This design comes from an exercise in tuning for small area and few clock cycles per item on the open sky130 flow, not from production work.
Only simulation tests tie the RTL to the original design; equivalence was not proved.

==> 07-28 <==
// calculator
module calculator (
    input  logic clk,
    input  logic rst_n,
    input  logic add_valid,
    output logic add_ack,
    input  logic [WIDTH-1:0] add_a,
    input  logic [WIDTH-1:0] add_b,
    input  logic sub_valid,
    output logic sub_ack,
    input  logic [WIDTH-1:0] sub_a,
    input  logic [WIDTH-1:0] sub_b,
    input  logic mul_valid,
    output logic mul_ack,
    input  logic [WIDTH-1:0] mul_a,
    input  logic [WIDTH-1:0] mul_b,
    output logic result_valid,
    input  logic result_ack,
    output logic [2:0] result_unit,
    output logic [WIDTH-1:0] result
);
export LEC_CHECK = 0
export CAP_MARGIN = 0
export CORE_MARGIN = 2
export CORE_UTILIZATION = 60
export SLEW_MARGIN = 0
export SYNTH_HIERARCHICAL = 1
export SYNTH_MINIMUM_KEEP_SIZE = 0
create_clock -name core_clock -period 9.0 [get_ports {clk}]
standard.sh (not shown) runs the stock make flow with config.mk's settings and CLKGATE_MAP_FILE= SYNTH_SCRIPT=/design/flow/synth_recipe.tcl, a recipe that flattens the netlist after the stock synthesis.
==> flow/flow/run.sh <==
#!/bin/bash
# The standard flow, with the port buffers that placement inserts made of
# the smallest buffer cell (every input and output port still gets one),
# and a clock tree of smaller buffers without dummy loads.
set -uo pipefail
bash standard.sh synth > synth.log 2>&1 || exit 1
export BUFFER_PORTS_ARGS="-buffer_cell sky130_fd_sc_hd__buf_1"
export CTS_ARGS="-sink_clustering_enable -repair_clock_nets -sink_clustering_size 20 -sink_clustering_max_diameter 60 -buf_list sky130_fd_sc_hd__clkbuf_8 -dont_use_dummy_load"
bash standard.sh finish > layout.log 2>&1 || exit 1
==> 04-17 (differences from 07-28) <==
--- a/flow/design.v
+++ b/flow/design.v
@@ -426,29 +426,29 @@
   input  logic clk,
   input  logic rst_n,
   input  logic mul_valid,
   output logic mul_ack,
   input  logic [63:0] mul_a,
   input  logic [63:0] mul_b,
   output logic [63:0] mul_s,
-  output logic [63:0] mul_c,
+  output logic [20:0] mul_cs,
   output logic mul_res_valid,
   input  logic mul_res_ready
 );
   logic [1:0] cnt;
   logic full;
   logic [63:0] rs, rc;
   logic [20:0] rcs;
   wire hold = full & ~mul_res_ready;
   wire adv  = mul_valid & ~hold;
   wire last = (cnt == 2'd2);
   assign mul_ack = mul_valid & last;
   assign mul_res_valid = full;
   assign mul_s = rs;
-  assign mul_c = rc;
+  assign mul_cs = rcs;
   wire accen = (cnt != 2'd0) | hold;
   always_ff @(posedge clk or negedge rst_n)
     if (!rst_n) begin
       cnt  <= 2'd0;
       full <= 1'b0;
     end else begin
       cnt  <= (adv & ~last) ? cnt + 2'd1 : 2'd0;
@@ -1843,26 +1843,34 @@
     input  logic [WIDTH-1:0] mul_b,
     output logic result_valid,
     input  logic result_ack,
     output logic [2:0] result_unit,
     output logic [WIDTH-1:0] result
 );
 parameter WIDTH = 64;  
+localparam CSB = 3;
+localparam NC = 63 / CSB;
 logic [63:0] mul_s, mul_c;
+logic [NC-1:0] mul_cs;
+always_comb begin
+    mul_c = 64'd0;
+    for (int i = 0; i < NC; i++)
+        mul_c[CSB * (i + 1)] = mul_cs[i];
+end
 logic mul_res_valid;
 logic g_add, g_sub, g_mul;
 mul mul_inst (
     .clk(clk),
     .rst_n(rst_n),
     .mul_valid(mul_valid),
     .mul_ack(mul_ack),
     .mul_a(mul_a),
     .mul_b(mul_b),
     .mul_s(mul_s),
-    .mul_c(mul_c),
+    .mul_cs(mul_cs),
     .mul_res_valid(mul_res_valid),
     .mul_res_ready(result_ack)
 );
 arbiter arbiter_inst (
     .clk(clk),
     .rst_n(rst_n),
     .add_valid(add_valid),
==> flow/flow/run.sh (replaced) <==
#!/bin/bash
# The standard flow, with the port buffers that placement inserts made of
# the smallest buffer cell (every input and output port still gets one).
set -uo pipefail
bash standard.sh synth > synth.log 2>&1 || exit 1
export BUFFER_PORTS_ARGS="-buffer_cell sky130_fd_sc_hd__buf_1"
bash standard.sh finish > layout.log 2>&1 || exit 1
CAP_MARGIN = 20   (was 0)
CORE_UTILIZATION = 40   (was 60)
SLEW_MARGIN = 20   (was 0)
==> comparison <==
Between 04-17 and 07-28, the lower die area is in 07-28 (gap 46%, measured against 07-28). Of 07-28 and 04-17, 07-28 has the higher fmax (gap about 0.26%, measured against 04-17). In 04-17 the setup slack is lower than in 07-28, by 0.021 ns. Of 04-17 and 07-28, 04-17 has the higher final cell count (gap about 6.5%, measured against 07-28). First-iteration DRC count: 04-17 is lower than 07-28 (32%). Against 04-17, the clock skew of 07-28 is higher by 0.022 ns. In 07-28 the clock-buffer cell count is lower than in 04-17, by 3. Of 07-28 and 04-17, 07-28 has the higher area after synthesis (gap about 2%, measured against 04-17). In 07-28 the critical path depth is lower than in 04-17, by 1.
Testbench counts of 07-28, summed over its fixed seeds: cycles 4,633, items 4,259.
Testbench counts of 04-17, summed over its fixed seeds: cycles 4,633, items 4,259.

static timing again, ports no longer ideal:
The flow's constraints put no driver on any port. The routed layouts listed below were extracted and timed again, unchanged, in two steps.
Step 1 (the two cells are an assumption about what drives the block):
set clk [get_ports {clk}]
set_driving_cell -lib_cell sky130_fd_sc_hd__clkbuf_16 $clk
set_driving_cell -lib_cell sky130_fd_sc_hd__buf_2 [delete_from_list [all_inputs] $clk]
Step 2 times the ports against the registers' clock, not the clock port: input delays grow and output delays shrink by t, the midpoint of the rising clock arrivals with the driver on.
Three values: ideal, step 1, step 2; two values: the first two.
run	shift t [ns]	setup WS [ns]	worst hold slack (ns)	worst register clock-pin slew, ns	worst slew at a driven data input, ns
07-28	0.485	0.799 / 0.777 / 0.777	0.542 / 0.542 / 0.542	0.11 / 0.11	0.09
04-17	0.432	0.778 / 0.758 / 0.758	0.540 / 0.540 / 0.540	0.07 / 0.07	0.06
After both steps every run listed still meets setup and hold. For 07-28, which loses most, drivers alone change the setup slack by -0.022 ns; drivers and shift together by -0.022 ns.
